This design comes from an exercise in tuning for small area, a short achievable clock period and few clock cycles per item on the open sky130 flow, not from production work. RTL that was checked went through simulation tests only; none was proved equivalent to the original. For run 1, only the layout was checked, not whether the RTL still works. Power is estimated from default activity; no workload was simulated.

## flow/design.v (module list and top-level ports; edited modules follow where they fit)
// module mux2X1: 8 lines
// module carry_lookahead_adder_8_bit: 19 lines
// module CLA_8bit_slice: 38 lines
// module carry_lookahead_adder_32_bit: 13 lines
// module mp_adder: 944 lines
module mp_adder (
    input  wire         iAddSub,
    input  wire         iClk,
    input  wire         iRst,
    input  wire         iStart,
    input  wire [511:0] iOpA,
    input  wire [511:0] iOpB,
    output wire [512:0] oRes,
    output wire         oDone);
  // ...
==> flow/flow/run.sh <==
#!/bin/bash
# Standard ORFS layout (the standard.sh), with the port buffers that
# buffer_ports inserts on every input and output made buf_1 cells instead of
# the cell it picks by default; the resizer still sizes them as timing needs.
set -euo pipefail
export BUFFER_PORTS_ARGS="-buffer_cell sky130_fd_sc_hd__buf_1"
bash standard.sh > standard_flow.log 2>&1
==> flow/standard.sh <==
#!/bin/bash
# synth_recipe.tcl (not shown) runs the flow's synth.tcl, then flattens the netlist and writes it again
# the make line also repeats each setting of config.mk as NAME=value (left out here)
make -C /OpenROAD-flow-scripts/flow DESIGN_CONFIG=/design/flow/config.mk WORK_HOME=/design/flow/orfs CLKGATE_MAP_FILE= SYNTH_SCRIPT=/design/flow/synth_recipe.tcl "${@:-finish}"
==> flow/config.mk <==
export PLATFORM = sky130hd
export DESIGN_NAME = mp_adder
export DESIGN_NICKNAME = mp_adder
export VERILOG_FILES = /design/flow/design.v
export SDC_FILE = /design/flow/constraint.sdc
export NUM_CORES = 4
export LEC_CHECK = 0
export ABC_AREA = 1
export CAP_MARGIN = 20
export CORE_AREA = 10 10 550 550
export DIE_AREA = 0 0 560 560
export SLEW_MARGIN = 20
==> flow/constraint.sdc <==
create_clock -name core_clock -period 5.0 [get_ports {iClk}]
set_input_delay 1.0000 -clock core_clock [delete_from_list [all_inputs] [get_ports {iClk}]]
set_output_delay 1.0000 -clock core_clock [all_outputs]
set_load 0.01 [all_outputs]
==> notes.md, run 1 <==
Worst-path maximum fanout: 31
Mean Syn Cell Area: 6.09 um2
Top-area cell type share of the netlist area: 21.9%
Dominant kind of cell: multi-input gates
Max Cap Viol: 0
# DRC: 0
GR met1 Demand/Resource: 23.6%
Layout non-clock buf frac: 16.5%
Post-synthesis mux area share: 0.0850%
Critical Path End Type: flip-flop
Top_reg_cell synth: dfxtp_1
Starting DRT DRC Count: 4,493
Area of the die: 314,000 um2
Synth Area in Compound Gates: 5.71%
GPL Wtd Cong: 1.00
Worst Path Class, Setup: input port to flip-flop
Tcrit/Tclk final: 87.8%
Crit path capture: rRes[186]
Highest-power group: combinational logic
Filler cells: 33.5k
CORE AREA: 291,000 um2
Status: no timing/DRC/antenna violations
Crit path max-delay family: simple AND/OR/NAND/NOR gates
CP Launch Type: input port
Final Critical Period: 4.39 ns
Worst Max-Slew Pin Slew: 0.951 ns
Initial antenna violation count: 143
Mapped Cells: 7,731
Place WS: -0.157 ns
Clock Power Share: 28.3%
Most Crowded Layer GR: met2
Hold Crit Class: input port to flip-flop
Port bufs: 1,541
CTS root buf: clkbuf_16
Biggest register: rRes
==> module mp_adder, before the edit <==
module mp_adder (
    input  wire         iAddSub,
    input  wire         iClk,
    input  wire         iRst,
    input  wire         iStart,
    input  wire [511:0] iOpA,
    input  wire [511:0] iOpB,
    output wire [512:0] oRes,
    output wire         oDone);
    wire [511:0] x  = iOpA ^ iOpB;
    wire [511:0] pr = x ^ {512{iAddSub}};    
    wire [511:0] gn = ~pr & iOpB;            
    wire [127:0] gg, gp;
    genvar j;
    generate for (j = 0; j < 128; j = j + 1) begin : grp
        wire [3:0] g = gn[j*4 +: 4];
        wire [3:0] p = pr[j*4 +: 4];
        assign gg[j] = g[3] | g[2] & p[3] | g[1] & p[2] & p[3] | g[0] & p[1] & p[2] & p[3];
        assign gp[j] = &p;
    end endgenerate
    wire sg0_1 = gg[1] | (gp[1] & gg[0]);
    wire sg0_3 = gg[3] | (gp[3] & gg[2]);
    wire sp0_3 = gp[3] & gp[2];
    wire sg0_5 = gg[5] | (gp[5] & gg[4]);
    wire sp0_5 = gp[5] & gp[4];
    wire sg0_7 = gg[7] | (gp[7] & gg[6]);
    wire sp0_7 = gp[7] & gp[6];
    wire sg0_9 = gg[9] | (gp[9] & gg[8]);
    wire sp0_9 = gp[9] & gp[8];
    wire sg0_11 = gg[11] | (gp[11] & gg[10]);
    wire sp0_11 = gp[11] & gp[10];
    wire sg0_13 = gg[13] | (gp[13] & gg[12]);
    wire sp0_13 = gp[13] & gp[12];
    wire sg0_15 = gg[15] | (gp[15] & gg[14]);
    wire sp0_15 = gp[15] & gp[14];
    wire sg0_17 = gg[17] | (gp[17] & gg[16]);
    wire sp0_17 = gp[17] & gp[16];
    wire sg0_19 = gg[19] | (gp[19] & gg[18]);
    wire sp0_19 = gp[19] & gp[18];
    wire sg0_21 = gg[21] | (gp[21] & gg[20]);
    wire sp0_21 = gp[21] & gp[20];
    wire sg0_23 = gg[23] | (gp[23] & gg[22]);
    wire sp0_23 = gp[23] & gp[22];
    wire sg0_25 = gg[25] | (gp[25] & gg[24]);
    wire sp0_25 = gp[25] & gp[24];
    wire sg0_27 = gg[27] | (gp[27] & gg[26]);
    wire sp0_27 = gp[27] & gp[26];
    wire sg0_29 = gg[29] | (gp[29] & gg[28]);
    wire sp0_29 = gp[29] & gp[28];
    wire sg0_31 = gg[31] | (gp[31] & gg[30]);
    wire sp0_31 = gp[31] & gp[30];
    wire sg0_33 = gg[33] | (gp[33] & gg[32]);
    wire sp0_33 = gp[33] & gp[32];
    wire sg0_35 = gg[35] | (gp[35] & gg[34]);
    wire sp0_35 = gp[35] & gp[34];
    wire sg0_37 = gg[37] | (gp[37] & gg[36]);
    wire sp0_37 = gp[37] & gp[36];
    wire sg0_39 = gg[39] | (gp[39] & gg[38]);
    wire sp0_39 = gp[39] & gp[38];
    wire sg0_41 = gg[41] | (gp[41] & gg[40]);
    wire sp0_41 = gp[41] & gp[40];
    wire sg0_43 = gg[43] | (gp[43] & gg[42]);
    wire sp0_43 = gp[43] & gp[42];
    wire sg0_45 = gg[45] | (gp[45] & gg[44]);
    wire sp0_45 = gp[45] & gp[44];
    wire sg0_47 = gg[47] | (gp[47] & gg[46]);
    wire sp0_47 = gp[47] & gp[46];
    wire sg0_49 = gg[49] | (gp[49] & gg[48]);
    wire sp0_49 = gp[49] & gp[48];
    wire sg0_51 = gg[51] | (gp[51] & gg[50]);
    wire sp0_51 = gp[51] & gp[50];
    wire sg0_53 = gg[53] | (gp[53] & gg[52]);
    wire sp0_53 = gp[53] & gp[52];
    wire sg0_55 = gg[55] | (gp[55] & gg[54]);
    wire sp0_55 = gp[55] & gp[54];
    wire sg0_57 = gg[57] | (gp[57] & gg[56]);
    wire sp0_57 = gp[57] & gp[56];
    wire sg0_59 = gg[59] | (gp[59] & gg[58]);
    wire sp0_59 = gp[59] & gp[58];
    wire sg0_61 = gg[61] | (gp[61] & gg[60]);
    wire sp0_61 = gp[61] & gp[60];
    wire sg0_63 = gg[63] | (gp[63] & gg[62]);
    wire sp0_63 = gp[63] & gp[62];
    wire sg0_65 = gg[65] | (gp[65] & gg[64]);
    wire sp0_65 = gp[65] & gp[64];
    wire sg0_67 = gg[67] | (gp[67] & gg[66]);
    wire sp0_67 = gp[67] & gp[66];
    wire sg0_69 = gg[69] | (gp[69] & gg[68]);
    wire sp0_69 = gp[69] & gp[68];
    wire sg0_71 = gg[71] | (gp[71] & gg[70]);
    wire sp0_71 = gp[71] & gp[70];
    wire sg0_73 = gg[73] | (gp[73] & gg[72]);
    wire sp0_73 = gp[73] & gp[72];
    wire sg0_75 = gg[75] | (gp[75] & gg[74]);
    wire sp0_75 = gp[75] & gp[74];
    wire sg0_77 = gg[77] | (gp[77] & gg[76]);
    wire sp0_77 = gp[77] & gp[76];
    wire sg0_79 = gg[79] | (gp[79] & gg[78]);
    wire sp0_79 = gp[79] & gp[78];
    wire sg0_81 = gg[81] | (gp[81] & gg[80]);
    wire sp0_81 = gp[81] & gp[80];
    wire sg0_83 = gg[83] | (gp[83] & gg[82]);
    wire sp0_83 = gp[83] & gp[82];
    wire sg0_85 = gg[85] | (gp[85] & gg[84]);
    wire sp0_85 = gp[85] & gp[84];
    wire sg0_87 = gg[87] | (gp[87] & gg[86]);
    wire sp0_87 = gp[87] & gp[86];
    wire sg0_89 = gg[89] | (gp[89] & gg[88]);
    wire sp0_89 = gp[89] & gp[88];
    wire sg0_91 = gg[91] | (gp[91] & gg[90]);
    wire sp0_91 = gp[91] & gp[90];
    wire sg0_93 = gg[93] | (gp[93] & gg[92]);
    wire sp0_93 = gp[93] & gp[92];
    wire sg0_95 = gg[95] | (gp[95] & gg[94]);
    wire sp0_95 = gp[95] & gp[94];
    wire sg0_97 = gg[97] | (gp[97] & gg[96]);
    wire sp0_97 = gp[97] & gp[96];
    wire sg0_99 = gg[99] | (gp[99] & gg[98]);
    wire sp0_99 = gp[99] & gp[98];
    wire sg0_101 = gg[101] | (gp[101] & gg[100]);
    wire sp0_101 = gp[101] & gp[100];
    wire sg0_103 = gg[103] | (gp[103] & gg[102]);
    wire sp0_103 = gp[103] & gp[102];
    wire sg0_105 = gg[105] | (gp[105] & gg[104]);
    wire sp0_105 = gp[105] & gp[104];
    wire sg0_107 = gg[107] | (gp[107] & gg[106]);
    wire sp0_107 = gp[107] & gp[106];
    wire sg0_109 = gg[109] | (gp[109] & gg[108]);
    wire sp0_109 = gp[109] & gp[108];
    wire sg0_111 = gg[111] | (gp[111] & gg[110]);
    wire sp0_111 = gp[111] & gp[110];
    wire sg0_113 = gg[113] | (gp[113] & gg[112]);
    wire sp0_113 = gp[113] & gp[112];
    wire sg0_115 = gg[115] | (gp[115] & gg[114]);
    wire sp0_115 = gp[115] & gp[114];
    wire sg0_117 = gg[117] | (gp[117] & gg[116]);
    wire sp0_117 = gp[117] & gp[116];
    wire sg0_119 = gg[119] | (gp[119] & gg[118]);
    wire sp0_119 = gp[119] & gp[118];
    wire sg0_121 = gg[121] | (gp[121] & gg[120]);
    wire sp0_121 = gp[121] & gp[120];
    wire sg0_123 = gg[123] | (gp[123] & gg[122]);
    wire sp0_123 = gp[123] & gp[122];
    wire sg0_125 = gg[125] | (gp[125] & gg[124]);
    wire sp0_125 = gp[125] & gp[124];
    wire sg0_127 = gg[127] | (gp[127] & gg[126]);
    wire sp0_127 = gp[127] & gp[126];
    wire sg1_2 = gg[2] | (gp[2] & sg0_1);
    wire sg1_3 = sg0_3 | (sp0_3 & sg0_1);
    wire sg1_6 = gg[6] | (gp[6] & sg0_5);
    wire sp1_6 = gp[6] & sp0_5;
    wire sg1_7 = sg0_7 | (sp0_7 & sg0_5);
    wire sp1_7 = sp0_7 & sp0_5;
    wire sg1_10 = gg[10] | (gp[10] & sg0_9);
    wire sp1_10 = gp[10] & sp0_9;
    wire sg1_11 = sg0_11 | (sp0_11 & sg0_9);
    wire sp1_11 = sp0_11 & sp0_9;
    wire sg1_14 = gg[14] | (gp[14] & sg0_13);
    wire sp1_14 = gp[14] & sp0_13;
    wire sg1_15 = sg0_15 | (sp0_15 & sg0_13);
    wire sp1_15 = sp0_15 & sp0_13;
    wire sg1_18 = gg[18] | (gp[18] & sg0_17);
    wire sp1_18 = gp[18] & sp0_17;
    wire sg1_19 = sg0_19 | (sp0_19 & sg0_17);
    wire sp1_19 = sp0_19 & sp0_17;
    wire sg1_22 = gg[22] | (gp[22] & sg0_21);
    wire sp1_22 = gp[22] & sp0_21;
    wire sg1_23 = sg0_23 | (sp0_23 & sg0_21);
    wire sp1_23 = sp0_23 & sp0_21;
    wire sg1_26 = gg[26] | (gp[26] & sg0_25);
    wire sp1_26 = gp[26] & sp0_25;
    wire sg1_27 = sg0_27 | (sp0_27 & sg0_25);
    wire sp1_27 = sp0_27 & sp0_25;
    wire sg1_30 = gg[30] | (gp[30] & sg0_29);
    wire sp1_30 = gp[30] & sp0_29;
    wire sg1_31 = sg0_31 | (sp0_31 & sg0_29);
    wire sp1_31 = sp0_31 & sp0_29;
    wire sg1_34 = gg[34] | (gp[34] & sg0_33);
    wire sp1_34 = gp[34] & sp0_33;
    wire sg1_35 = sg0_35 | (sp0_35 & sg0_33);
    wire sp1_35 = sp0_35 & sp0_33;
    wire sg1_38 = gg[38] | (gp[38] & sg0_37);
    wire sp1_38 = gp[38] & sp0_37;
    wire sg1_39 = sg0_39 | (sp0_39 & sg0_37);
    wire sp1_39 = sp0_39 & sp0_37;
    wire sg1_42 = gg[42] | (gp[42] & sg0_41);
    wire sp1_42 = gp[42] & sp0_41;
    wire sg1_43 = sg0_43 | (sp0_43 & sg0_41);
    wire sp1_43 = sp0_43 & sp0_41;
    wire sg1_46 = gg[46] | (gp[46] & sg0_45);
    wire sp1_46 = gp[46] & sp0_45;
    wire sg1_47 = sg0_47 | (sp0_47 & sg0_45);
    wire sp1_47 = sp0_47 & sp0_45;
    wire sg1_50 = gg[50] | (gp[50] & sg0_49);
    wire sp1_50 = gp[50] & sp0_49;
    wire sg1_51 = sg0_51 | (sp0_51 & sg0_49);
    wire sp1_51 = sp0_51 & sp0_49;
    wire sg1_54 = gg[54] | (gp[54] & sg0_53);
    wire sp1_54 = gp[54] & sp0_53;
    wire sg1_55 = sg0_55 | (sp0_55 & sg0_53);
    wire sp1_55 = sp0_55 & sp0_53;
    wire sg1_58 = gg[58] | (gp[58] & sg0_57);
    wire sp1_58 = gp[58] & sp0_57;
    wire sg1_59 = sg0_59 | (sp0_59 & sg0_57);
    wire sp1_59 = sp0_59 & sp0_57;
    wire sg1_62 = gg[62] | (gp[62] & sg0_61);
    wire sp1_62 = gp[62] & sp0_61;
    wire sg1_63 = sg0_63 | (sp0_63 & sg0_61);
    wire sp1_63 = sp0_63 & sp0_61;
    wire sg1_66 = gg[66] | (gp[66] & sg0_65);
    wire sp1_66 = gp[66] & sp0_65;
    wire sg1_67 = sg0_67 | (sp0_67 & sg0_65);
    wire sp1_67 = sp0_67 & sp0_65;
    wire sg1_70 = gg[70] | (gp[70] & sg0_69);
    wire sp1_70 = gp[70] & sp0_69;
    wire sg1_71 = sg0_71 | (sp0_71 & sg0_69);
    wire sp1_71 = sp0_71 & sp0_69;
    wire sg1_74 = gg[74] | (gp[74] & sg0_73);
    wire sp1_74 = gp[74] & sp0_73;
    wire sg1_75 = sg0_75 | (sp0_75 & sg0_73);
    wire sp1_75 = sp0_75 & sp0_73;
    wire sg1_78 = gg[78] | (gp[78] & sg0_77);
    wire sp1_78 = gp[78] & sp0_77;
    wire sg1_79 = sg0_79 | (sp0_79 & sg0_77);
    wire sp1_79 = sp0_79 & sp0_77;
    wire sg1_82 = gg[82] | (gp[82] & sg0_81);
    wire sp1_82 = gp[82] & sp0_81;
    wire sg1_83 = sg0_83 | (sp0_83 & sg0_81);
    wire sp1_83 = sp0_83 & sp0_81;
    wire sg1_86 = gg[86] | (gp[86] & sg0_85);
    wire sp1_86 = gp[86] & sp0_85;
    wire sg1_87 = sg0_87 | (sp0_87 & sg0_85);
    wire sp1_87 = sp0_87 & sp0_85;
    wire sg1_90 = gg[90] | (gp[90] & sg0_89);
    wire sp1_90 = gp[90] & sp0_89;
    wire sg1_91 = sg0_91 | (sp0_91 & sg0_89);
    wire sp1_91 = sp0_91 & sp0_89;
    wire sg1_94 = gg[94] | (gp[94] & sg0_93);
    wire sp1_94 = gp[94] & sp0_93;
    wire sg1_95 = sg0_95 | (sp0_95 & sg0_93);
    wire sp1_95 = sp0_95 & sp0_93;
    wire sg1_98 = gg[98] | (gp[98] & sg0_97);
    wire sp1_98 = gp[98] & sp0_97;
    wire sg1_99 = sg0_99 | (sp0_99 & sg0_97);
    wire sp1_99 = sp0_99 & sp0_97;
    wire sg1_102 = gg[102] | (gp[102] & sg0_101);
    wire sp1_102 = gp[102] & sp0_101;
    wire sg1_103 = sg0_103 | (sp0_103 & sg0_101);
    wire sp1_103 = sp0_103 & sp0_101;
    wire sg1_106 = gg[106] | (gp[106] & sg0_105);
    wire sp1_106 = gp[106] & sp0_105;
    wire sg1_107 = sg0_107 | (sp0_107 & sg0_105);
    wire sp1_107 = sp0_107 & sp0_105;
    wire sg1_110 = gg[110] | (gp[110] & sg0_109);
    wire sp1_110 = gp[110] & sp0_109;
    wire sg1_111 = sg0_111 | (sp0_111 & sg0_109);
    wire sp1_111 = sp0_111 & sp0_109;
    wire sg1_114 = gg[114] | (gp[114] & sg0_113);
    wire sp1_114 = gp[114] & sp0_113;
    wire sg1_115 = sg0_115 | (sp0_115 & sg0_113);
    wire sp1_115 = sp0_115 & sp0_113;
    wire sg1_118 = gg[118] | (gp[118] & sg0_117);
    wire sp1_118 = gp[118] & sp0_117;
    wire sg1_119 = sg0_119 | (sp0_119 & sg0_117);
    wire sp1_119 = sp0_119 & sp0_117;
    wire sg1_122 = gg[122] | (gp[122] & sg0_121);
    wire sp1_122 = gp[122] & sp0_121;
    wire sg1_123 = sg0_123 | (sp0_123 & sg0_121);
    wire sp1_123 = sp0_123 & sp0_121;
    wire sg1_126 = gg[126] | (gp[126] & sg0_125);
    wire sp1_126 = gp[126] & sp0_125;
    wire sg1_127 = sg0_127 | (sp0_127 & sg0_125);
    wire sp1_127 = sp0_127 & sp0_125;
    wire sg2_4 = gg[4] | (gp[4] & sg1_3);
    wire sg2_5 = sg0_5 | (sp0_5 & sg1_3);
    wire sg2_6 = sg1_6 | (sp1_6 & sg1_3);
    wire sg2_7 = sg1_7 | (sp1_7 & sg1_3);
    wire sg2_12 = gg[12] | (gp[12] & sg1_11);
    wire sp2_12 = gp[12] & sp1_11;
    wire sg2_13 = sg0_13 | (sp0_13 & sg1_11);
    wire sp2_13 = sp0_13 & sp1_11;
    wire sg2_14 = sg1_14 | (sp1_14 & sg1_11);
    wire sp2_14 = sp1_14 & sp1_11;
    wire sg2_15 = sg1_15 | (sp1_15 & sg1_11);
    wire sp2_15 = sp1_15 & sp1_11;
    wire sg2_20 = gg[20] | (gp[20] & sg1_19);
    wire sp2_20 = gp[20] & sp1_19;
    wire sg2_21 = sg0_21 | (sp0_21 & sg1_19);
    wire sp2_21 = sp0_21 & sp1_19;
    wire sg2_22 = sg1_22 | (sp1_22 & sg1_19);
    wire sp2_22 = sp1_22 & sp1_19;
    wire sg2_23 = sg1_23 | (sp1_23 & sg1_19);
    wire sp2_23 = sp1_23 & sp1_19;
    wire sg2_28 = gg[28] | (gp[28] & sg1_27);
    wire sp2_28 = gp[28] & sp1_27;
    wire sg2_29 = sg0_29 | (sp0_29 & sg1_27);
    wire sp2_29 = sp0_29 & sp1_27;
    wire sg2_30 = sg1_30 | (sp1_30 & sg1_27);
    wire sp2_30 = sp1_30 & sp1_27;
    wire sg2_31 = sg1_31 | (sp1_31 & sg1_27);
    wire sp2_31 = sp1_31 & sp1_27;
    wire sg2_36 = gg[36] | (gp[36] & sg1_35);
    wire sp2_36 = gp[36] & sp1_35;
    wire sg2_37 = sg0_37 | (sp0_37 & sg1_35);
    wire sp2_37 = sp0_37 & sp1_35;
    wire sg2_38 = sg1_38 | (sp1_38 & sg1_35);
    wire sp2_38 = sp1_38 & sp1_35;
    wire sg2_39 = sg1_39 | (sp1_39 & sg1_35);
    wire sp2_39 = sp1_39 & sp1_35;
    wire sg2_44 = gg[44] | (gp[44] & sg1_43);
    wire sp2_44 = gp[44] & sp1_43;
    wire sg2_45 = sg0_45 | (sp0_45 & sg1_43);
    wire sp2_45 = sp0_45 & sp1_43;
    wire sg2_46 = sg1_46 | (sp1_46 & sg1_43);
    wire sp2_46 = sp1_46 & sp1_43;
    wire sg2_47 = sg1_47 | (sp1_47 & sg1_43);
    wire sp2_47 = sp1_47 & sp1_43;
    wire sg2_52 = gg[52] | (gp[52] & sg1_51);
    wire sp2_52 = gp[52] & sp1_51;
    wire sg2_53 = sg0_53 | (sp0_53 & sg1_51);
    wire sp2_53 = sp0_53 & sp1_51;
    wire sg2_54 = sg1_54 | (sp1_54 & sg1_51);
    wire sp2_54 = sp1_54 & sp1_51;
    wire sg2_55 = sg1_55 | (sp1_55 & sg1_51);
    wire sp2_55 = sp1_55 & sp1_51;
    wire sg2_60 = gg[60] | (gp[60] & sg1_59);
    wire sp2_60 = gp[60] & sp1_59;
    wire sg2_61 = sg0_61 | (sp0_61 & sg1_59);
    wire sp2_61 = sp0_61 & sp1_59;
    wire sg2_62 = sg1_62 | (sp1_62 & sg1_59);
    wire sp2_62 = sp1_62 & sp1_59;
    wire sg2_63 = sg1_63 | (sp1_63 & sg1_59);
    wire sp2_63 = sp1_63 & sp1_59;
    wire sg2_68 = gg[68] | (gp[68] & sg1_67);
    wire sp2_68 = gp[68] & sp1_67;
    wire sg2_69 = sg0_69 | (sp0_69 & sg1_67);
    wire sp2_69 = sp0_69 & sp1_67;
    wire sg2_70 = sg1_70 | (sp1_70 & sg1_67);
    wire sp2_70 = sp1_70 & sp1_67;
    wire sg2_71 = sg1_71 | (sp1_71 & sg1_67);
    wire sp2_71 = sp1_71 & sp1_67;
    wire sg2_76 = gg[76] | (gp[76] & sg1_75);
    wire sp2_76 = gp[76] & sp1_75;
    wire sg2_77 = sg0_77 | (sp0_77 & sg1_75);
    wire sp2_77 = sp0_77 & sp1_75;
    wire sg2_78 = sg1_78 | (sp1_78 & sg1_75);
    wire sp2_78 = sp1_78 & sp1_75;
    wire sg2_79 = sg1_79 | (sp1_79 & sg1_75);
    wire sp2_79 = sp1_79 & sp1_75;
    wire sg2_84 = gg[84] | (gp[84] & sg1_83);
    wire sp2_84 = gp[84] & sp1_83;
    wire sg2_85 = sg0_85 | (sp0_85 & sg1_83);
    wire sp2_85 = sp0_85 & sp1_83;
    wire sg2_86 = sg1_86 | (sp1_86 & sg1_83);
    wire sp2_86 = sp1_86 & sp1_83;
    wire sg2_87 = sg1_87 | (sp1_87 & sg1_83);
    wire sp2_87 = sp1_87 & sp1_83;
    wire sg2_92 = gg[92] | (gp[92] & sg1_91);
    wire sp2_92 = gp[92] & sp1_91;
    wire sg2_93 = sg0_93 | (sp0_93 & sg1_91);
    wire sp2_93 = sp0_93 & sp1_91;
    wire sg2_94 = sg1_94 | (sp1_94 & sg1_91);
    wire sp2_94 = sp1_94 & sp1_91;
    wire sg2_95 = sg1_95 | (sp1_95 & sg1_91);
    wire sp2_95 = sp1_95 & sp1_91;
    wire sg2_100 = gg[100] | (gp[100] & sg1_99);
    wire sp2_100 = gp[100] & sp1_99;
    wire sg2_101 = sg0_101 | (sp0_101 & sg1_99);
    wire sp2_101 = sp0_101 & sp1_99;
    wire sg2_102 = sg1_102 | (sp1_102 & sg1_99);
    wire sp2_102 = sp1_102 & sp1_99;
    wire sg2_103 = sg1_103 | (sp1_103 & sg1_99);
    wire sp2_103 = sp1_103 & sp1_99;
    wire sg2_108 = gg[108] | (gp[108] & sg1_107);
    wire sp2_108 = gp[108] & sp1_107;
    wire sg2_109 = sg0_109 | (sp0_109 & sg1_107);
    wire sp2_109 = sp0_109 & sp1_107;
    wire sg2_110 = sg1_110 | (sp1_110 & sg1_107);
    wire sp2_110 = sp1_110 & sp1_107;
    wire sg2_111 = sg1_111 | (sp1_111 & sg1_107);
    wire sp2_111 = sp1_111 & sp1_107;
    wire sg2_116 = gg[116] | (gp[116] & sg1_115);
    wire sp2_116 = gp[116] & sp1_115;
    wire sg2_117 = sg0_117 | (sp0_117 & sg1_115);
    wire sp2_117 = sp0_117 & sp1_115;
    wire sg2_118 = sg1_118 | (sp1_118 & sg1_115);
    wire sp2_118 = sp1_118 & sp1_115;
    wire sg2_119 = sg1_119 | (sp1_119 & sg1_115);
    wire sp2_119 = sp1_119 & sp1_115;
    wire sg2_124 = gg[124] | (gp[124] & sg1_123);
    wire sp2_124 = gp[124] & sp1_123;
    wire sg2_125 = sg0_125 | (sp0_125 & sg1_123);
    wire sp2_125 = sp0_125 & sp1_123;
    wire sg2_126 = sg1_126 | (sp1_126 & sg1_123);
    wire sp2_126 = sp1_126 & sp1_123;
    wire sg2_127 = sg1_127 | (sp1_127 & sg1_123);
    wire sp2_127 = sp1_127 & sp1_123;
    wire sg3_8 = gg[8] | (gp[8] & sg2_7);
    wire sg3_9 = sg0_9 | (sp0_9 & sg2_7);
    wire sg3_10 = sg1_10 | (sp1_10 & sg2_7);
    wire sg3_11 = sg1_11 | (sp1_11 & sg2_7);
    wire sg3_12 = sg2_12 | (sp2_12 & sg2_7);
    wire sg3_13 = sg2_13 | (sp2_13 & sg2_7);
    wire sg3_14 = sg2_14 | (sp2_14 & sg2_7);
    wire sg3_15 = sg2_15 | (sp2_15 & sg2_7);
    wire sg3_24 = gg[24] | (gp[24] & sg2_23);
    wire sp3_24 = gp[24] & sp2_23;
    wire sg3_25 = sg0_25 | (sp0_25 & sg2_23);
    wire sp3_25 = sp0_25 & sp2_23;
    wire sg3_26 = sg1_26 | (sp1_26 & sg2_23);
    wire sp3_26 = sp1_26 & sp2_23;
    wire sg3_27 = sg1_27 | (sp1_27 & sg2_23);
    wire sp3_27 = sp1_27 & sp2_23;
    wire sg3_28 = sg2_28 | (sp2_28 & sg2_23);
    wire sp3_28 = sp2_28 & sp2_23;
    wire sg3_29 = sg2_29 | (sp2_29 & sg2_23);
    wire sp3_29 = sp2_29 & sp2_23;
    wire sg3_30 = sg2_30 | (sp2_30 & sg2_23);
    wire sp3_30 = sp2_30 & sp2_23;
    wire sg3_31 = sg2_31 | (sp2_31 & sg2_23);
    wire sp3_31 = sp2_31 & sp2_23;
    wire sg3_40 = gg[40] | (gp[40] & sg2_39);
    wire sp3_40 = gp[40] & sp2_39;
    wire sg3_41 = sg0_41 | (sp0_41 & sg2_39);
    wire sp3_41 = sp0_41 & sp2_39;
    wire sg3_42 = sg1_42 | (sp1_42 & sg2_39);
    wire sp3_42 = sp1_42 & sp2_39;
    wire sg3_43 = sg1_43 | (sp1_43 & sg2_39);
    wire sp3_43 = sp1_43 & sp2_39;
    wire sg3_44 = sg2_44 | (sp2_44 & sg2_39);
    wire sp3_44 = sp2_44 & sp2_39;
    wire sg3_45 = sg2_45 | (sp2_45 & sg2_39);
    wire sp3_45 = sp2_45 & sp2_39;
    wire sg3_46 = sg2_46 | (sp2_46 & sg2_39);
    wire sp3_46 = sp2_46 & sp2_39;
    wire sg3_47 = sg2_47 | (sp2_47 & sg2_39);
    wire sp3_47 = sp2_47 & sp2_39;
    wire sg3_56 = gg[56] | (gp[56] & sg2_55);
    wire sp3_56 = gp[56] & sp2_55;
    wire sg3_57 = sg0_57 | (sp0_57 & sg2_55);
    wire sp3_57 = sp0_57 & sp2_55;
    wire sg3_58 = sg1_58 | (sp1_58 & sg2_55);
    wire sp3_58 = sp1_58 & sp2_55;
    wire sg3_59 = sg1_59 | (sp1_59 & sg2_55);
    wire sp3_59 = sp1_59 & sp2_55;
    wire sg3_60 = sg2_60 | (sp2_60 & sg2_55);
    wire sp3_60 = sp2_60 & sp2_55;
    wire sg3_61 = sg2_61 | (sp2_61 & sg2_55);
    wire sp3_61 = sp2_61 & sp2_55;
    wire sg3_62 = sg2_62 | (sp2_62 & sg2_55);
    wire sp3_62 = sp2_62 & sp2_55;
    wire sg3_63 = sg2_63 | (sp2_63 & sg2_55);
    wire sp3_63 = sp2_63 & sp2_55;
    wire sg3_72 = gg[72] | (gp[72] & sg2_71);
    wire sp3_72 = gp[72] & sp2_71;
    wire sg3_73 = sg0_73 | (sp0_73 & sg2_71);
    wire sp3_73 = sp0_73 & sp2_71;
    wire sg3_74 = sg1_74 | (sp1_74 & sg2_71);
    wire sp3_74 = sp1_74 & sp2_71;
    wire sg3_75 = sg1_75 | (sp1_75 & sg2_71);
    wire sp3_75 = sp1_75 & sp2_71;
    wire sg3_76 = sg2_76 | (sp2_76 & sg2_71);
    wire sp3_76 = sp2_76 & sp2_71;
    wire sg3_77 = sg2_77 | (sp2_77 & sg2_71);
    wire sp3_77 = sp2_77 & sp2_71;
    wire sg3_78 = sg2_78 | (sp2_78 & sg2_71);
    wire sp3_78 = sp2_78 & sp2_71;
    wire sg3_79 = sg2_79 | (sp2_79 & sg2_71);
    wire sp3_79 = sp2_79 & sp2_71;
    wire sg3_88 = gg[88] | (gp[88] & sg2_87);
    wire sp3_88 = gp[88] & sp2_87;
    wire sg3_89 = sg0_89 | (sp0_89 & sg2_87);
    wire sp3_89 = sp0_89 & sp2_87;
    wire sg3_90 = sg1_90 | (sp1_90 & sg2_87);
    wire sp3_90 = sp1_90 & sp2_87;
    wire sg3_91 = sg1_91 | (sp1_91 & sg2_87);
    wire sp3_91 = sp1_91 & sp2_87;
    wire sg3_92 = sg2_92 | (sp2_92 & sg2_87);
    wire sp3_92 = sp2_92 & sp2_87;
    wire sg3_93 = sg2_93 | (sp2_93 & sg2_87);
    wire sp3_93 = sp2_93 & sp2_87;
    wire sg3_94 = sg2_94 | (sp2_94 & sg2_87);
    wire sp3_94 = sp2_94 & sp2_87;
    wire sg3_95 = sg2_95 | (sp2_95 & sg2_87);
    wire sp3_95 = sp2_95 & sp2_87;
    wire sg3_104 = gg[104] | (gp[104] & sg2_103);
    wire sp3_104 = gp[104] & sp2_103;
    wire sg3_105 = sg0_105 | (sp0_105 & sg2_103);
    wire sp3_105 = sp0_105 & sp2_103;
    wire sg3_106 = sg1_106 | (sp1_106 & sg2_103);
    wire sp3_106 = sp1_106 & sp2_103;
    wire sg3_107 = sg1_107 | (sp1_107 & sg2_103);
    wire sp3_107 = sp1_107 & sp2_103;
    wire sg3_108 = sg2_108 | (sp2_108 & sg2_103);
    wire sp3_108 = sp2_108 & sp2_103;
    wire sg3_109 = sg2_109 | (sp2_109 & sg2_103);
    wire sp3_109 = sp2_109 & sp2_103;
    wire sg3_110 = sg2_110 | (sp2_110 & sg2_103);
    wire sp3_110 = sp2_110 & sp2_103;
    wire sg3_111 = sg2_111 | (sp2_111 & sg2_103);
    wire sp3_111 = sp2_111 & sp2_103;
    wire sg3_120 = gg[120] | (gp[120] & sg2_119);
    wire sp3_120 = gp[120] & sp2_119;
    wire sg3_121 = sg0_121 | (sp0_121 & sg2_119);
    wire sp3_121 = sp0_121 & sp2_119;
    wire sg3_122 = sg1_122 | (sp1_122 & sg2_119);
    wire sp3_122 = sp1_122 & sp2_119;
    wire sg3_123 = sg1_123 | (sp1_123 & sg2_119);
    wire sp3_123 = sp1_123 & sp2_119;
    wire sg3_124 = sg2_124 | (sp2_124 & sg2_119);
    wire sp3_124 = sp2_124 & sp2_119;
    wire sg3_125 = sg2_125 | (sp2_125 & sg2_119);
    wire sp3_125 = sp2_125 & sp2_119;
    wire sg3_126 = sg2_126 | (sp2_126 & sg2_119);
    wire sp3_126 = sp2_126 & sp2_119;
    wire sg3_127 = sg2_127 | (sp2_127 & sg2_119);
    wire sp3_127 = sp2_127 & sp2_119;
    wire sg4_16 = gg[16] | (gp[16] & sg3_15);
    wire sg4_17 = sg0_17 | (sp0_17 & sg3_15);
    wire sg4_18 = sg1_18 | (sp1_18 & sg3_15);
    wire sg4_19 = sg1_19 | (sp1_19 & sg3_15);
    wire sg4_20 = sg2_20 | (sp2_20 & sg3_15);
    wire sg4_21 = sg2_21 | (sp2_21 & sg3_15);
    wire sg4_22 = sg2_22 | (sp2_22 & sg3_15);
    wire sg4_23 = sg2_23 | (sp2_23 & sg3_15);
    wire sg4_24 = sg3_24 | (sp3_24 & sg3_15);
    wire sg4_25 = sg3_25 | (sp3_25 & sg3_15);
    wire sg4_26 = sg3_26 | (sp3_26 & sg3_15);
    wire sg4_27 = sg3_27 | (sp3_27 & sg3_15);
    wire sg4_28 = sg3_28 | (sp3_28 & sg3_15);
    wire sg4_29 = sg3_29 | (sp3_29 & sg3_15);
    wire sg4_30 = sg3_30 | (sp3_30 & sg3_15);
    wire sg4_31 = sg3_31 | (sp3_31 & sg3_15);
    wire sg4_48 = gg[48] | (gp[48] & sg3_47);
    wire sp4_48 = gp[48] & sp3_47;
    wire sg4_49 = sg0_49 | (sp0_49 & sg3_47);
    wire sp4_49 = sp0_49 & sp3_47;
    wire sg4_50 = sg1_50 | (sp1_50 & sg3_47);
    wire sp4_50 = sp1_50 & sp3_47;
    wire sg4_51 = sg1_51 | (sp1_51 & sg3_47);
    wire sp4_51 = sp1_51 & sp3_47;
    wire sg4_52 = sg2_52 | (sp2_52 & sg3_47);
    wire sp4_52 = sp2_52 & sp3_47;
    wire sg4_53 = sg2_53 | (sp2_53 & sg3_47);
    wire sp4_53 = sp2_53 & sp3_47;
    wire sg4_54 = sg2_54 | (sp2_54 & sg3_47);
    wire sp4_54 = sp2_54 & sp3_47;
    wire sg4_55 = sg2_55 | (sp2_55 & sg3_47);
    wire sp4_55 = sp2_55 & sp3_47;
    wire sg4_56 = sg3_56 | (sp3_56 & sg3_47);
    wire sp4_56 = sp3_56 & sp3_47;
    wire sg4_57 = sg3_57 | (sp3_57 & sg3_47);
    wire sp4_57 = sp3_57 & sp3_47;
    wire sg4_58 = sg3_58 | (sp3_58 & sg3_47);
    wire sp4_58 = sp3_58 & sp3_47;
    wire sg4_59 = sg3_59 | (sp3_59 & sg3_47);
    wire sp4_59 = sp3_59 & sp3_47;
    wire sg4_60 = sg3_60 | (sp3_60 & sg3_47);
    wire sp4_60 = sp3_60 & sp3_47;
    wire sg4_61 = sg3_61 | (sp3_61 & sg3_47);
    wire sp4_61 = sp3_61 & sp3_47;
    wire sg4_62 = sg3_62 | (sp3_62 & sg3_47);
    wire sp4_62 = sp3_62 & sp3_47;
    wire sg4_63 = sg3_63 | (sp3_63 & sg3_47);
    wire sp4_63 = sp3_63 & sp3_47;
    wire sg4_80 = gg[80] | (gp[80] & sg3_79);
    wire sp4_80 = gp[80] & sp3_79;
    wire sg4_81 = sg0_81 | (sp0_81 & sg3_79);
    wire sp4_81 = sp0_81 & sp3_79;
    wire sg4_82 = sg1_82 | (sp1_82 & sg3_79);
    wire sp4_82 = sp1_82 & sp3_79;
    wire sg4_83 = sg1_83 | (sp1_83 & sg3_79);
    wire sp4_83 = sp1_83 & sp3_79;
    wire sg4_84 = sg2_84 | (sp2_84 & sg3_79);
    wire sp4_84 = sp2_84 & sp3_79;
    wire sg4_85 = sg2_85 | (sp2_85 & sg3_79);
    wire sp4_85 = sp2_85 & sp3_79;
    wire sg4_86 = sg2_86 | (sp2_86 & sg3_79);
    wire sp4_86 = sp2_86 & sp3_79;
    wire sg4_87 = sg2_87 | (sp2_87 & sg3_79);
    wire sp4_87 = sp2_87 & sp3_79;
    wire sg4_88 = sg3_88 | (sp3_88 & sg3_79);
    wire sp4_88 = sp3_88 & sp3_79;
    wire sg4_89 = sg3_89 | (sp3_89 & sg3_79);
    wire sp4_89 = sp3_89 & sp3_79;
    wire sg4_90 = sg3_90 | (sp3_90 & sg3_79);
    wire sp4_90 = sp3_90 & sp3_79;
    wire sg4_91 = sg3_91 | (sp3_91 & sg3_79);
    wire sp4_91 = sp3_91 & sp3_79;
    wire sg4_92 = sg3_92 | (sp3_92 & sg3_79);
    wire sp4_92 = sp3_92 & sp3_79;
    wire sg4_93 = sg3_93 | (sp3_93 & sg3_79);
    wire sp4_93 = sp3_93 & sp3_79;
    wire sg4_94 = sg3_94 | (sp3_94 & sg3_79);
    wire sp4_94 = sp3_94 & sp3_79;
    wire sg4_95 = sg3_95 | (sp3_95 & sg3_79);
    wire sp4_95 = sp3_95 & sp3_79;
    wire sg4_112 = gg[112] | (gp[112] & sg3_111);
    wire sp4_112 = gp[112] & sp3_111;
    wire sg4_113 = sg0_113 | (sp0_113 & sg3_111);
    wire sp4_113 = sp0_113 & sp3_111;
    wire sg4_114 = sg1_114 | (sp1_114 & sg3_111);
    wire sp4_114 = sp1_114 & sp3_111;
    wire sg4_115 = sg1_115 | (sp1_115 & sg3_111);
    wire sp4_115 = sp1_115 & sp3_111;
    wire sg4_116 = sg2_116 | (sp2_116 & sg3_111);
    wire sp4_116 = sp2_116 & sp3_111;
    wire sg4_117 = sg2_117 | (sp2_117 & sg3_111);
    wire sp4_117 = sp2_117 & sp3_111;
    wire sg4_118 = sg2_118 | (sp2_118 & sg3_111);
    wire sp4_118 = sp2_118 & sp3_111;
    wire sg4_119 = sg2_119 | (sp2_119 & sg3_111);
    wire sp4_119 = sp2_119 & sp3_111;
    wire sg4_120 = sg3_120 | (sp3_120 & sg3_111);
    wire sp4_120 = sp3_120 & sp3_111;
    wire sg4_121 = sg3_121 | (sp3_121 & sg3_111);
    wire sp4_121 = sp3_121 & sp3_111;
    wire sg4_122 = sg3_122 | (sp3_122 & sg3_111);
    wire sp4_122 = sp3_122 & sp3_111;
    wire sg4_123 = sg3_123 | (sp3_123 & sg3_111);
    wire sp4_123 = sp3_123 & sp3_111;
    wire sg4_124 = sg3_124 | (sp3_124 & sg3_111);
    wire sp4_124 = sp3_124 & sp3_111;
    wire sg4_125 = sg3_125 | (sp3_125 & sg3_111);
    wire sp4_125 = sp3_125 & sp3_111;
    wire sg4_126 = sg3_126 | (sp3_126 & sg3_111);
    wire sp4_126 = sp3_126 & sp3_111;
    wire sg4_127 = sg3_127 | (sp3_127 & sg3_111);
    wire sp4_127 = sp3_127 & sp3_111;
    wire sg5_32 = gg[32] | (gp[32] & sg4_31);
    wire sg5_33 = sg0_33 | (sp0_33 & sg4_31);
    wire sg5_34 = sg1_34 | (sp1_34 & sg4_31);
    wire sg5_35 = sg1_35 | (sp1_35 & sg4_31);
    wire sg5_36 = sg2_36 | (sp2_36 & sg4_31);
    wire sg5_37 = sg2_37 | (sp2_37 & sg4_31);
    wire sg5_38 = sg2_38 | (sp2_38 & sg4_31);
    wire sg5_39 = sg2_39 | (sp2_39 & sg4_31);
    wire sg5_40 = sg3_40 | (sp3_40 & sg4_31);
    wire sg5_41 = sg3_41 | (sp3_41 & sg4_31);
    wire sg5_42 = sg3_42 | (sp3_42 & sg4_31);
    wire sg5_43 = sg3_43 | (sp3_43 & sg4_31);
    wire sg5_44 = sg3_44 | (sp3_44 & sg4_31);
    wire sg5_45 = sg3_45 | (sp3_45 & sg4_31);
    wire sg5_46 = sg3_46 | (sp3_46 & sg4_31);
    wire sg5_47 = sg3_47 | (sp3_47 & sg4_31);
    wire sg5_48 = sg4_48 | (sp4_48 & sg4_31);
    wire sg5_49 = sg4_49 | (sp4_49 & sg4_31);
    wire sg5_50 = sg4_50 | (sp4_50 & sg4_31);
    wire sg5_51 = sg4_51 | (sp4_51 & sg4_31);
    wire sg5_52 = sg4_52 | (sp4_52 & sg4_31);
    wire sg5_53 = sg4_53 | (sp4_53 & sg4_31);
    wire sg5_54 = sg4_54 | (sp4_54 & sg4_31);
    wire sg5_55 = sg4_55 | (sp4_55 & sg4_31);
    wire sg5_56 = sg4_56 | (sp4_56 & sg4_31);
    wire sg5_57 = sg4_57 | (sp4_57 & sg4_31);
    wire sg5_58 = sg4_58 | (sp4_58 & sg4_31);
    wire sg5_59 = sg4_59 | (sp4_59 & sg4_31);
    wire sg5_60 = sg4_60 | (sp4_60 & sg4_31);
    wire sg5_61 = sg4_61 | (sp4_61 & sg4_31);
    wire sg5_62 = sg4_62 | (sp4_62 & sg4_31);
    wire sg5_63 = sg4_63 | (sp4_63 & sg4_31);
    wire sg5_96 = gg[96] | (gp[96] & sg4_95);
    wire sp5_96 = gp[96] & sp4_95;
    wire sg5_97 = sg0_97 | (sp0_97 & sg4_95);
    wire sp5_97 = sp0_97 & sp4_95;
    wire sg5_98 = sg1_98 | (sp1_98 & sg4_95);
    wire sp5_98 = sp1_98 & sp4_95;
    wire sg5_99 = sg1_99 | (sp1_99 & sg4_95);
    wire sp5_99 = sp1_99 & sp4_95;
    wire sg5_100 = sg2_100 | (sp2_100 & sg4_95);
    wire sp5_100 = sp2_100 & sp4_95;
    wire sg5_101 = sg2_101 | (sp2_101 & sg4_95);
    wire sp5_101 = sp2_101 & sp4_95;
    wire sg5_102 = sg2_102 | (sp2_102 & sg4_95);
    wire sp5_102 = sp2_102 & sp4_95;
    wire sg5_103 = sg2_103 | (sp2_103 & sg4_95);
    wire sp5_103 = sp2_103 & sp4_95;
    wire sg5_104 = sg3_104 | (sp3_104 & sg4_95);
    wire sp5_104 = sp3_104 & sp4_95;
    wire sg5_105 = sg3_105 | (sp3_105 & sg4_95);
    wire sp5_105 = sp3_105 & sp4_95;
    wire sg5_106 = sg3_106 | (sp3_106 & sg4_95);
    wire sp5_106 = sp3_106 & sp4_95;
    wire sg5_107 = sg3_107 | (sp3_107 & sg4_95);
    wire sp5_107 = sp3_107 & sp4_95;
    wire sg5_108 = sg3_108 | (sp3_108 & sg4_95);
    wire sp5_108 = sp3_108 & sp4_95;
    wire sg5_109 = sg3_109 | (sp3_109 & sg4_95);
    wire sp5_109 = sp3_109 & sp4_95;
    wire sg5_110 = sg3_110 | (sp3_110 & sg4_95);
    wire sp5_110 = sp3_110 & sp4_95;
    wire sg5_111 = sg3_111 | (sp3_111 & sg4_95);
    wire sp5_111 = sp3_111 & sp4_95;
    wire sg5_112 = sg4_112 | (sp4_112 & sg4_95);
    wire sp5_112 = sp4_112 & sp4_95;
    wire sg5_113 = sg4_113 | (sp4_113 & sg4_95);
    wire sp5_113 = sp4_113 & sp4_95;
    wire sg5_114 = sg4_114 | (sp4_114 & sg4_95);
    wire sp5_114 = sp4_114 & sp4_95;
    wire sg5_115 = sg4_115 | (sp4_115 & sg4_95);
    wire sp5_115 = sp4_115 & sp4_95;
    wire sg5_116 = sg4_116 | (sp4_116 & sg4_95);
    wire sp5_116 = sp4_116 & sp4_95;
    wire sg5_117 = sg4_117 | (sp4_117 & sg4_95);
    wire sp5_117 = sp4_117 & sp4_95;
    wire sg5_118 = sg4_118 | (sp4_118 & sg4_95);
    wire sp5_118 = sp4_118 & sp4_95;
    wire sg5_119 = sg4_119 | (sp4_119 & sg4_95);
    wire sp5_119 = sp4_119 & sp4_95;
    wire sg5_120 = sg4_120 | (sp4_120 & sg4_95);
    wire sp5_120 = sp4_120 & sp4_95;
    wire sg5_121 = sg4_121 | (sp4_121 & sg4_95);
    wire sp5_121 = sp4_121 & sp4_95;
    wire sg5_122 = sg4_122 | (sp4_122 & sg4_95);
    wire sp5_122 = sp4_122 & sp4_95;
    wire sg5_123 = sg4_123 | (sp4_123 & sg4_95);
    wire sp5_123 = sp4_123 & sp4_95;
    wire sg5_124 = sg4_124 | (sp4_124 & sg4_95);
    wire sp5_124 = sp4_124 & sp4_95;
    wire sg5_125 = sg4_125 | (sp4_125 & sg4_95);
    wire sp5_125 = sp4_125 & sp4_95;
    wire sg5_126 = sg4_126 | (sp4_126 & sg4_95);
    wire sp5_126 = sp4_126 & sp4_95;
    wire sg5_127 = sg4_127 | (sp4_127 & sg4_95);
    wire sp5_127 = sp4_127 & sp4_95;
    wire sg6_64 = gg[64] | (gp[64] & sg5_63);
    wire sg6_65 = sg0_65 | (sp0_65 & sg5_63);
    wire sg6_66 = sg1_66 | (sp1_66 & sg5_63);
    wire sg6_67 = sg1_67 | (sp1_67 & sg5_63);
    wire sg6_68 = sg2_68 | (sp2_68 & sg5_63);
    wire sg6_69 = sg2_69 | (sp2_69 & sg5_63);
    wire sg6_70 = sg2_70 | (sp2_70 & sg5_63);
    wire sg6_71 = sg2_71 | (sp2_71 & sg5_63);
    wire sg6_72 = sg3_72 | (sp3_72 & sg5_63);
    wire sg6_73 = sg3_73 | (sp3_73 & sg5_63);
    wire sg6_74 = sg3_74 | (sp3_74 & sg5_63);
    wire sg6_75 = sg3_75 | (sp3_75 & sg5_63);
    wire sg6_76 = sg3_76 | (sp3_76 & sg5_63);
    wire sg6_77 = sg3_77 | (sp3_77 & sg5_63);
    wire sg6_78 = sg3_78 | (sp3_78 & sg5_63);
    wire sg6_79 = sg3_79 | (sp3_79 & sg5_63);
    wire sg6_80 = sg4_80 | (sp4_80 & sg5_63);
    wire sg6_81 = sg4_81 | (sp4_81 & sg5_63);
    wire sg6_82 = sg4_82 | (sp4_82 & sg5_63);
    wire sg6_83 = sg4_83 | (sp4_83 & sg5_63);
    wire sg6_84 = sg4_84 | (sp4_84 & sg5_63);
    wire sg6_85 = sg4_85 | (sp4_85 & sg5_63);
    wire sg6_86 = sg4_86 | (sp4_86 & sg5_63);
    wire sg6_87 = sg4_87 | (sp4_87 & sg5_63);
    wire sg6_88 = sg4_88 | (sp4_88 & sg5_63);
    wire sg6_89 = sg4_89 | (sp4_89 & sg5_63);
    wire sg6_90 = sg4_90 | (sp4_90 & sg5_63);
    wire sg6_91 = sg4_91 | (sp4_91 & sg5_63);
    wire sg6_92 = sg4_92 | (sp4_92 & sg5_63);
    wire sg6_93 = sg4_93 | (sp4_93 & sg5_63);
    wire sg6_94 = sg4_94 | (sp4_94 & sg5_63);
    wire sg6_95 = sg4_95 | (sp4_95 & sg5_63);
    wire sg6_96 = sg5_96 | (sp5_96 & sg5_63);
    wire sg6_97 = sg5_97 | (sp5_97 & sg5_63);
    wire sg6_98 = sg5_98 | (sp5_98 & sg5_63);
    wire sg6_99 = sg5_99 | (sp5_99 & sg5_63);
    wire sg6_100 = sg5_100 | (sp5_100 & sg5_63);
    wire sg6_101 = sg5_101 | (sp5_101 & sg5_63);
    wire sg6_102 = sg5_102 | (sp5_102 & sg5_63);
    wire sg6_103 = sg5_103 | (sp5_103 & sg5_63);
    wire sg6_104 = sg5_104 | (sp5_104 & sg5_63);
    wire sg6_105 = sg5_105 | (sp5_105 & sg5_63);
    wire sg6_106 = sg5_106 | (sp5_106 & sg5_63);
    wire sg6_107 = sg5_107 | (sp5_107 & sg5_63);
    wire sg6_108 = sg5_108 | (sp5_108 & sg5_63);
    wire sg6_109 = sg5_109 | (sp5_109 & sg5_63);
    wire sg6_110 = sg5_110 | (sp5_110 & sg5_63);
    wire sg6_111 = sg5_111 | (sp5_111 & sg5_63);
    wire sg6_112 = sg5_112 | (sp5_112 & sg5_63);
    wire sg6_113 = sg5_113 | (sp5_113 & sg5_63);
    wire sg6_114 = sg5_114 | (sp5_114 & sg5_63);
    wire sg6_115 = sg5_115 | (sp5_115 & sg5_63);
    wire sg6_116 = sg5_116 | (sp5_116 & sg5_63);
    wire sg6_117 = sg5_117 | (sp5_117 & sg5_63);
    wire sg6_118 = sg5_118 | (sp5_118 & sg5_63);
    wire sg6_119 = sg5_119 | (sp5_119 & sg5_63);
    wire sg6_120 = sg5_120 | (sp5_120 & sg5_63);
    wire sg6_121 = sg5_121 | (sp5_121 & sg5_63);
    wire sg6_122 = sg5_122 | (sp5_122 & sg5_63);
    wire sg6_123 = sg5_123 | (sp5_123 & sg5_63);
    wire sg6_124 = sg5_124 | (sp5_124 & sg5_63);
    wire sg6_125 = sg5_125 | (sp5_125 & sg5_63);
    wire sg6_126 = sg5_126 | (sp5_126 & sg5_63);
    wire sg6_127 = sg5_127 | (sp5_127 & sg5_63);
    wire [127:0] dg;
    assign dg[0] = gg[0];
    assign dg[1] = sg0_1;
    assign dg[2] = sg1_2;
    assign dg[3] = sg1_3;
    assign dg[4] = sg2_4;
    assign dg[5] = sg2_5;
    assign dg[6] = sg2_6;
    assign dg[7] = sg2_7;
    assign dg[8] = sg3_8;
    assign dg[9] = sg3_9;
    assign dg[10] = sg3_10;
    assign dg[11] = sg3_11;
    assign dg[12] = sg3_12;
    assign dg[13] = sg3_13;
    assign dg[14] = sg3_14;
    assign dg[15] = sg3_15;
    assign dg[16] = sg4_16;
    assign dg[17] = sg4_17;
    assign dg[18] = sg4_18;
    assign dg[19] = sg4_19;
    assign dg[20] = sg4_20;
    assign dg[21] = sg4_21;
    assign dg[22] = sg4_22;
    assign dg[23] = sg4_23;
    assign dg[24] = sg4_24;
    assign dg[25] = sg4_25;
    assign dg[26] = sg4_26;
    assign dg[27] = sg4_27;
    assign dg[28] = sg4_28;
    assign dg[29] = sg4_29;
    assign dg[30] = sg4_30;
    assign dg[31] = sg4_31;
    assign dg[32] = sg5_32;
    assign dg[33] = sg5_33;
    assign dg[34] = sg5_34;
    assign dg[35] = sg5_35;
    assign dg[36] = sg5_36;
    assign dg[37] = sg5_37;
    assign dg[38] = sg5_38;
    assign dg[39] = sg5_39;
    assign dg[40] = sg5_40;
    assign dg[41] = sg5_41;
    assign dg[42] = sg5_42;
    assign dg[43] = sg5_43;
    assign dg[44] = sg5_44;
    assign dg[45] = sg5_45;
    assign dg[46] = sg5_46;
    assign dg[47] = sg5_47;
    assign dg[48] = sg5_48;
    assign dg[49] = sg5_49;
    assign dg[50] = sg5_50;
    assign dg[51] = sg5_51;
    assign dg[52] = sg5_52;
    assign dg[53] = sg5_53;
    assign dg[54] = sg5_54;
    assign dg[55] = sg5_55;
    assign dg[56] = sg5_56;
    assign dg[57] = sg5_57;
    assign dg[58] = sg5_58;
    assign dg[59] = sg5_59;
    assign dg[60] = sg5_60;
    assign dg[61] = sg5_61;
    assign dg[62] = sg5_62;
    assign dg[63] = sg5_63;
    assign dg[64] = sg6_64;
    assign dg[65] = sg6_65;
    assign dg[66] = sg6_66;
    assign dg[67] = sg6_67;
    assign dg[68] = sg6_68;
    assign dg[69] = sg6_69;
    assign dg[70] = sg6_70;
    assign dg[71] = sg6_71;
    assign dg[72] = sg6_72;
    assign dg[73] = sg6_73;
    assign dg[74] = sg6_74;
    assign dg[75] = sg6_75;
    assign dg[76] = sg6_76;
    assign dg[77] = sg6_77;
    assign dg[78] = sg6_78;
    assign dg[79] = sg6_79;
    assign dg[80] = sg6_80;
    assign dg[81] = sg6_81;
    assign dg[82] = sg6_82;
    assign dg[83] = sg6_83;
    assign dg[84] = sg6_84;
    assign dg[85] = sg6_85;
    assign dg[86] = sg6_86;
    assign dg[87] = sg6_87;
    assign dg[88] = sg6_88;
    assign dg[89] = sg6_89;
    assign dg[90] = sg6_90;
    assign dg[91] = sg6_91;
    assign dg[92] = sg6_92;
    assign dg[93] = sg6_93;
    assign dg[94] = sg6_94;
    assign dg[95] = sg6_95;
    assign dg[96] = sg6_96;
    assign dg[97] = sg6_97;
    assign dg[98] = sg6_98;
    assign dg[99] = sg6_99;
    assign dg[100] = sg6_100;
    assign dg[101] = sg6_101;
    assign dg[102] = sg6_102;
    assign dg[103] = sg6_103;
    assign dg[104] = sg6_104;
    assign dg[105] = sg6_105;
    assign dg[106] = sg6_106;
    assign dg[107] = sg6_107;
    assign dg[108] = sg6_108;
    assign dg[109] = sg6_109;
    assign dg[110] = sg6_110;
    assign dg[111] = sg6_111;
    assign dg[112] = sg6_112;
    assign dg[113] = sg6_113;
    assign dg[114] = sg6_114;
    assign dg[115] = sg6_115;
    assign dg[116] = sg6_116;
    assign dg[117] = sg6_117;
    assign dg[118] = sg6_118;
    assign dg[119] = sg6_119;
    assign dg[120] = sg6_120;
    assign dg[121] = sg6_121;
    assign dg[122] = sg6_122;
    assign dg[123] = sg6_123;
    assign dg[124] = sg6_124;
    assign dg[125] = sg6_125;
    assign dg[126] = sg6_126;
    assign dg[127] = sg6_127;
    wire [512:0] d;
    assign d[0] = 1'b0;
    generate for (j = 0; j < 128; j = j + 1) begin : bt
        wire [3:0] g = gn[j*4 +: 4];
        wire [3:0] p = pr[j*4 +: 4];
        wire ci;
        if (j == 0) begin : c0
            assign ci = 1'b0;
        end else begin : cn
            assign ci = dg[j-1];
        end
        assign d[j*4+1] = ci & p[0] | g[0];
        assign d[j*4+2] = ci & p[0] & p[1] | g[1] | g[0] & p[1];
        assign d[j*4+3] = ci & p[0] & p[1] & p[2] | g[2] | g[1] & p[2] | g[0] & p[1] & p[2];
        assign d[j*4+4] = dg[j];
    end endgenerate
    reg [512:0] rRes;
    reg         rDone;
    always @(posedge iClk) begin
        rRes <= {d[512] & ~iAddSub, x ^ d[511:0]};
        if (iRst) rDone <= 1'b0;
        else      rDone <= iStart;
    end
    assign oRes  = rRes;
    assign oDone = rDone;
endmodule
==> inputs of run 2 (changes only) <==
--- a/flow/design.v
+++ b/flow/design.v
@@ -1011,13 +1011,30 @@
         assign d[j*4+3] = ci & p[0] & p[1] & p[2] | g[2] | g[1] & p[2] | g[0] & p[1] & p[2];
         assign d[j*4+4] = dg[j];
     end endgenerate
-    reg [512:0] rRes;
-    reg         rDone;
+    reg [127:1] rD;
+    reg        rCout;
+    reg        rSub;
+    reg        rDone;
     always @(posedge iClk) begin
-        rRes <= {d[512] & ~iAddSub, x ^ d[511:0]};
+        rD    <= {d[508], d[504], d[500], d[496], d[492], d[488], d[484], d[480], d[476], d[472], d[468], d[464], d[460], d[456], d[452], d[448], d[444], d[440], d[436], d[432], d[428], d[424], d[420], d[416], d[412], d[408], d[404], d[400], d[396], d[392], d[388], d[384], d[380], d[376], d[372], d[368], d[364], d[360], d[356], d[352], d[348], d[344], d[340], d[336], d[332], d[328], d[324], d[320], d[316], d[312], d[308], d[304], d[300], d[296], d[292], d[288], d[284], d[280], d[276], d[272], d[268], d[264], d[260], d[256], d[252], d[248], d[244], d[240], d[236], d[232], d[228], d[224], d[220], d[216], d[212], d[208], d[204], d[200], d[196], d[192], d[188], d[184], d[180], d[176], d[172], d[168], d[164], d[160], d[156], d[152], d[148], d[144], d[140], d[136], d[132], d[128], d[124], d[120], d[116], d[112], d[108], d[104], d[100], d[96], d[92], d[88], d[84], d[80], d[76], d[72], d[68], d[64], d[60], d[56], d[52], d[48], d[44], d[40], d[36], d[32], d[28], d[24], d[20], d[16], d[12], d[8], d[4]};
+        rCout <= d[512] & ~iAddSub;
+        rSub  <= iAddSub;
         if (iRst) rDone <= 1'b0;
         else      rDone <= iStart;
     end
-    assign oRes  = rRes;
+    wire [511:0] dq;
+    wire [511:0] prq = x ^ {512{rSub}};
+    generate for (j = 0; j < 128; j = j + 1) begin : chk
+        if (j == 0) begin : c0
+            assign dq[0] = 1'b0;
+        end else begin : cn
+            assign dq[j*4] = rD[j];
+        end
+        genvar i;
+        for (i = 1; i < 4; i = i + 1) begin : r
+            assign dq[j*4+i] = prq[j*4+i-1] ? dq[j*4+i-1] : iOpB[j*4+i-1];
+        end
+    end endgenerate
+    assign oRes  = {rCout, x ^ dq};
     assign oDone = rDone;
 endmodule
--- a/flow/config.mk
+++ b/flow/config.mk
@@ -9,4 +9,5 @@
 export CAP_MARGIN = 20
 export CORE_AREA = 10 10 550 550
 export DIE_AREA = 0 0 560 560
+export SETUP_SLACK_MARGIN = 1.5
 export SLEW_MARGIN = 20
==> run 2 against run 1 <==
  * Flip-flop and latch count fell by 384
  * Cell area rose by 3.1%
  * Clock-buffer cell count is 90 lower
  * Die area unchanged
  * Wire length increased by 3.3%
  * Non-clock buffer count shrank 31
  * Sequential share of layout area shrank 12 points
  * Total power fell by 26%
  * Hold slack gained 0.13 ns
  * Largest power group unchanged
  * Highest routed layer unchanged
==> notes.md, run 2 <==
Final hold vios: 0
Clock tree sinks: 130
Port bufs: 1,541 (unchanged)
Final Setup Violations: 0
Worst Path Class, Setup: input port to output pin
Top-area cell type share of the netlist area: 26.8% (+4.9 points)
CTS root buf: clkbuf_16
Yosys reg bits: 130
Mean Syn Cell Area: 5.74 um2 (-5.7%)
Area of the die: 314,000 um2 (unchanged)
Tcrit/Tclk final: 79.7% (-8.1 points)
Biggest register: rD
Worst-path maximum fanout: 3 (-90%)
Max Cap Viol: 0 (unchanged)
Setup crit start: iOpB[457]
ANT nets after route: 0
Crit path capture: oRes[459]
DPL Wire Length: 292,000 um
Synth-to-layout area growth: 74.7%
Final Max Tran Viols: 0
Most common cell after layout, fill and taps aside: nand2_1
Top cells by area, synth: xor2_1 27%, nand2_1 21%, xnor2_1 11%
Peak Freq: 251 MHz
RSZ-0062 raised after global routing: yes
Cell variety after synth: 54
Place WS: -0.0775 ns (+0.0791 ns)
Post-Synth XOR/XNOR Area: 37.9%
CP Launch Type: input port
Design Area, Final: 66,800 um2
Most frequent cells in the layout: 2,019 x nand2_1, 1,140 x buf_1, 897 x inv_1
Multi-input gate area: 39,800 um2
Share of cells above drive strength 1: 25.7%
CTS tree: yes
Post-synth net total: 7,682
Global-route wire length before repair: 442,000 um
Post-Synth Adder-Cell Area: 0%
Largest net degree at the start of global routing: 42
Final core occ: 23.0%
Commonest cells post-synth: 2,089 x nand2_1, 1,168 x xor2_1, 906 x inv_1
Gr usage total: 20.7%
Top_reg_cell synth: dfxtp_1
Nets: 9,685
Total wire length: 350,000 um
Cell Area, Placed: 49,300 um2
Filler cells: 32.4k (-3.4%)
Status: no timing/DRC/antenna violations
CORE AREA: 291,000 um2 (unchanged)
Initial Util: 13.2%
Hold Crit Class: input port to flip-flop
GRT Residual Overflow: 0
Final Critical Period: 3.99 ns (-0.403 ns)
Initial antenna violation count: 196 (+37%)
Post-synthesis mux area share: 0.628% (+0.54 points)
Mapped Cells: 6,654 (-14%)
# IOs: 1,542
Largest family of logic cells by synthesized area: XOR/XNOR gates
Max FFs per register: 127
CP Data Required Time: 4.00 ns
Share of synthesized cell area in and, or, nand and nor gates: 32.3%
Power per cell area: 265 nW/um2
Cell Rows: 198
Max VDD drop: 198 uV
Die X: 560 um
Vias in the first global route: 48.1k
Crit path DAT: 2.99 ns
Synth Area in Compound Gates: 10.3% (+4.6 points)
GPL Wtd Cong: 1.00 (-0.17%)
Clk buf depth: 3
Worst Max-Slew Pin Slew: 0.909 ns (-0.0420 ns)
Vias post-DR: 52.2k
Ys async rst share: 0%
Sequential share of the synthesized area: 6.81%
Mapped Area: 38,200 um2
Hold_buf cts: 0
Critical Path End Type: output pin
Starting DRT DRC Count: 4,589 (+2.1%)
Post-synth EDFFs: 0
Via/cell ratio: 4.12
Post-synth top area cell: xor2_1
Most common cell in the netlist: nand2_1
Final WS setup: 1.01 ns
Post-DR wirelength/cell: 27.6 um
Height of the die: 560 um
TritonCTS Buffers: 25
H-Tree Depth: 4
Ys Warns: 1
Rel. slew slack: 39.0%
Worst-path clk slew: 0.08 ns
Reg area: 2610 um2
# DRC: 0 (unchanged)
DRT Pass-1 Iters: 6
Leakage: 0.0302 uW
==> run 2: how the worst min path moves through the flow <==
stage | from | endpoint | slack, ns | cells past startpoint
after floorplan | iAddSub | rSub | 1.03 | 0
after global placement | iRst | rDone | 1.16 | 2
after detailed placement | iRst | rDone | 1.16 | 2
after CTS | iRst | rDone | 0.50 | 2
after global routing | iRst | rDone | 0.54 | 2
final | iRst | rDone | 0.57 | 2
==> run 2: through the flow <==
stage          power, uW  TNS (ns)  hold slack (ns)  std cells
2_1_floorplan       6610         0             1.03       6654
3_3_place_gp       12300    -0.159             1.16      12100
3_5_place_dp       12300   -0.0775             1.16      12100
4_1_cts            16600         0            0.500      12400
5_1_grt            18700         0            0.537      12600
6_report           17700         0            0.575      12700
==> run 2: critical path, stage by stage <==
cell,delay [ns]
buf_1,0.14
xnor2_1,0.76
xor2_4,0.17
o21ai_4,0.29
a21oi_2,0.12
xnor2_2,0.30
buf_2,0.21
==> run 2: timing repair <==
action	4_1_cts	5_1_grt
endpoints found under the setup margin	476	460
buffers inserted	284	119
cloned	41	6
resized for setup	1705	820
pin swaps	242	280
==> run 2: kinds of logic (layout without fill, tap and decap cells) <==
family	after synthesis	in the layout
AND/OR/NAND/NOR	3092	3094
multiplexers	24	24
buffers and inverters	1043	3049
XOR/XNOR	1649	1649
AO/OA/AOI/OAI	716	716
other	0	117
flip-flops	130	130
==> run 2: metal layers <==
metal / global-route usage, % / share of wire, % / up-vias
met3: 8.93 / 12 / 682
li1: - / - / 24000
met2: 34.3 / 45 / 2688
met4: 9.82 / 6.6 / 88
met5: 0 / 0.17 / -
met1: 22.7 / 36 / 24700
==> run 2: area by class of cell <==
cell class	instances	share of cell area, %
Timing Repair inverter	6	0.212
Clock buffer	30	1.02
Timing Repair Buffer	2095	22.2
Multi-Input combinational cell	5483	59.6
Sequential cell	130	3.90
Clock inverter	2	0.0543
Antenna cell	117	0.438
Tap cell	3900	7.31
Inverter	916	5.23
==> run 2: where the power goes <==
part / switching, uW / internal (uW) / total (uW) / leakage (uW)
logic: 9060 / 5300 / 14400 / 0.0288
registers: 236 / 1280 / 1520 / 0.00110
clock network: 806 / 1010 / 1810 / 0.000357
Testbench counts of run 2, summed over its fixed seeds: cycles 768, items 384.

afterwards: timing with drivers on the ports:
The results above use ideal ports. As a check the final layouts listed here were re-extracted and re-timed, cells and wires unchanged.
Step 1 assumes that a clkbuf_16 drives the clock port and a buf_2 every other input.
Step 2 also shifts input and output timing later by t, the mid clock arrival at the registers, as if the neighbouring blocks saw the same clock.
Slacks: ideal ports / drivers / drivers and shift; pairs: ideal ports / drivers.
| run | t (ns) | slack for setup (ns) | worst data-port slew with drivers (ns) | cell pins on the clock port's net |
|---|---|---|---|---|
| run 1 | 0.886 | 0.612 / 0.677 / -0.209 | 0.38 | 1 |
| run 2 | 0.649 | 1.014 / 0.971 / 0.752 | 0.48 | 1 |
Met with ideal ports but missed after step 2: setup timing in run 1. The setup slack of run 1, which loses most, moves by +0.065 ns with the drivers and by -0.821 ns with both steps.
